Source: an optimization exercise on an open RTL-to-GDS flow (aim: small area and a short achievable clock period). Production flows keep margins and buffers that such runs may drop.
The RTL was checked by simulation tests, not by an equivalence proof against the original design.

==> flow/design.v (excerpt) <==
module fir_parallel (
  input [15:0] i_data,
  input [63:0] i_coeffs,
  input i_clock,
  output [37:0] o_data
);
Size: about 2,600 cells after synthesis, roughly 120 I/O pins, about 0.035 sq mm of cells after synthesis.
clock: 14.0 ns
lec_check: 0
cap_margin: 20
core_margin: 2
core_utilization: 55
cts_buf_list: sky130_fd_sc_hd__clkbuf_16
cts_cluster_diameter: 100
cts_cluster_size: 30
slew_margin: 20
synth_hierarchical: 1
synth_minimum_keep_size: 0
standard.sh (not shown) runs the stock make flow with config.mk's settings and CLKGATE_MAP_FILE= SYNTH_SCRIPT=/design/flow/synth_recipe.tcl, a recipe that flattens the netlist after the stock synthesis.
==> flow/flow/run.sh <==
#!/bin/bash
# Layout flow: the standard ORFS flow (standard.sh, unchanged synthesis),
# with these changes after synthesis:
#  - after floorplan, every combinational cell gets the smallest drive
#    strength of its family (flow/downsize.tcl);
#  - timing repair aims at a setup slack of SETUP_MARGIN ns instead of 0, so the
#    resizer speeds up the paths that set the achieved period;
#  - the port buffers are plain buf_1 cells instead of the delay cell that
#    buffer_ports picks by default (repair may upsize them).
# Each step's full output goes to its own log file in this folder.
set -euo pipefail
SETUP_MARGIN=9.2
HERE=$(pwd)
bash standard.sh synth > log_1_synth.txt 2>&1
bash standard.sh \
  "POST_FLOORPLAN_TCL=${HERE}/flow/downsize.tcl" \
  "SETUP_SLACK_MARGIN=${SETUP_MARGIN}" \
  "BUFFER_PORTS_ARGS=-buffer_cell sky130_fd_sc_hd__buf_1" \
  finish > log_2_layout.txt 2>&1
==> flow/flow/downsize.tcl <==
# Run after floorplan: give every combinational cell the smallest-area drive
# strength of its family (synthesis sizes each small module for speed against a
# default load); the later timing repair upsizes the cells on critical paths.
set block [ord::get_db_block]
set db [ord::get_db]
set swapped 0
foreach inst [$block getInsts] {
  set cur [$inst getMaster]
  set name [$cur getName]
  if {![regexp {^sky130_fd_sc_hd__([a-z0-9]+)_(\d+)$} $name -> fam sz]} { continue }
  if {[string match "df*" $fam] || [string match "*clk*" $fam] || [string match "*dly*" $fam]
      || $fam eq "conb" || [string match "tap*" $fam] || [string match "fill*" $fam]
      || [string match "decap*" $fam]} { continue }
  set best ""
  set barea 0
  foreach s {1 0 2 4} {
    set m [$db findMaster "sky130_fd_sc_hd__${fam}_$s"]
    if {$m eq "NULL" || $m eq ""} { continue }
    set a [expr {[$m getWidth] * [$m getHeight]}]
    if {$best eq "" || $a < $barea} {
      set best $m
      set barea $a
    }
  }
  if {$best ne "" && [$best getName] ne $name} {
    if {[$inst swapMaster $best]} { incr swapped }
  }
}
puts "downsize: swapped $swapped instances to their smallest drive strength"
Then changed:
--- a/flow/flow/run.sh
+++ b/flow/flow/run.sh
@@ -12 +12 @@
-SETUP_MARGIN=9.2
+SETUP_MARGIN=9.3
Settings changed: CORE_UTILIZATION 55 to 50.
The changed run finished with timing, DRC and antenna clean.
Sequential share of layout area shrinks by 0.18 points.
Die area grows by 9.8%.
Setup slack improved by 79 ps.
Routed wire length grows by 8.1%.
Design area grows by 2.2%.
Final cell count grows by 3.1%.
Via count grows by 2.5%.


== build 98 ==
fir_parallel, a different RTL version from the one above (not shown whole).
For scale: ~2600 cells after synthesis, ~120 I/O pins, roughly 0.035 mm2 of cells after synthesis.
export LEC_CHECK = 0
export CAP_MARGIN = 20
export CORE_MARGIN = 2
export CORE_UTILIZATION = 40
export CTS_BUF_LIST = sky130_fd_sc_hd__clkbuf_16
export CTS_CLUSTER_DIAMETER = 100
export CTS_CLUSTER_SIZE = 30
export SLEW_MARGIN = 20
export SYNTH_HIERARCHICAL = 1
export SYNTH_MINIMUM_KEEP_SIZE = 0
create_clock -name core_clock -period 14.0 [get_ports {i_clock}]
==> flow/flow/run.sh <==
#!/bin/bash
# Layout flow: the standard ORFS flow (standard.sh, unchanged synthesis),
# with these changes after synthesis:
#  - after floorplan, every combinational cell gets the smallest drive
#    strength of its family (flow/downsize.tcl);
#  - timing repair aims at a setup slack of SETUP_MARGIN ns instead of 0, so the
#    resizer speeds up the paths that set the achieved period;
#  - the port buffers are plain buf_1 cells instead of the delay cell that
#    buffer_ports picks by default (repair may upsize them).
# Each step's full output goes to its own log file in this folder.
set -euo pipefail
SETUP_MARGIN=9.2
HERE=$(pwd)
bash standard.sh synth > log_1_synth.txt 2>&1
bash standard.sh \
  "POST_FLOORPLAN_TCL=${HERE}/flow/downsize.tcl" \
  "SETUP_SLACK_MARGIN=${SETUP_MARGIN}" \
  "BUFFER_PORTS_ARGS=-buffer_cell sky130_fd_sc_hd__buf_1" \
  finish > log_2_layout.txt 2>&1
Scripts as last shown in full above: flow/flow/downsize.tcl
> inputs changed (build 98 -> build 36)
Settings: a change of CTS_CLUSTER_DIAMETER from 100 to 50; a change of CTS_CLUSTER_SIZE from 30 to 16; a change of CORE_UTILIZATION from 40 to 50.
Findings:
- Build 36: flow completed, timing, DRC and antenna clean
- Summary — number of design-rule violations left by the first detailed-router iteration, build 36 relative to build 98: higher, by 379.
- Site row count shrinks by more than 10% when moving from build 98 to build 36.
- Maximum frequency: build 98 vs build 36, no meaningful difference
- Effective utilization at floorplan was lower in the run labelled build 98.
- Going from build 98 to build 36, number of global-route vias before repair grew by a few percent.
- On placement-stage worst setup slack: between build 98 and build 36, it ends up higher for build 98.
- Comparing peak fanout along the critical path for build 98 and build 36, the smaller number came from build 98.
Edits applied to the flow inputs when going from build 36 to build 25:
Settings: CTS_CLUSTER_SIZE changed from 16 to 30; CTS_CLUSTER_DIAMETER changed from 50 to 100.
[summary]
- Total length of routed wires, build 36 and build 25: smaller value in build 25
- The final reports for build 25 and build 36 show final clock skew higher in the former.
- Post-route worst setup slack came out higher on build 25 than on build 36.

==> what the ideal ports hide <==
How much do the figures lean on ideal ports? The routed layouts below were timed once more, with nothing changed but the port constraints. Step 1, drivers: a clkbuf_16 drives i_clock and a buf_2 each remaining input, both assumed. Step 2, shift: input delay + t, output delay - t, t = (earliest + latest rising clock arrival at the registers) / 2. This alone moves slack from input paths to output paths. Slacks: ideal ports / drivers / drivers and shift; pairs: ideal ports / drivers.
run	t, ns	slack for setup (ns)	worst setup path after step 2	clock arrival spread, ns
the first run of note 1	0.623	9.246 / 9.246 / 9.246	register to register	0.027 / 0.027
the second run of note 1	0.641	9.326 / 9.318 / 9.326	register to register	0.033 / 0.034
build 98	0.657	9.221 / 9.152 / 9.279	register to register	0.039 / 0.039
build 36	0.653	9.234 / 9.187 / 9.234	register to register	0.030 / 0.031
build 25	0.639	9.261 / 9.201 / 9.270	register to register	0.044 / 0.044
After both steps setup and hold are still met in every run listed.
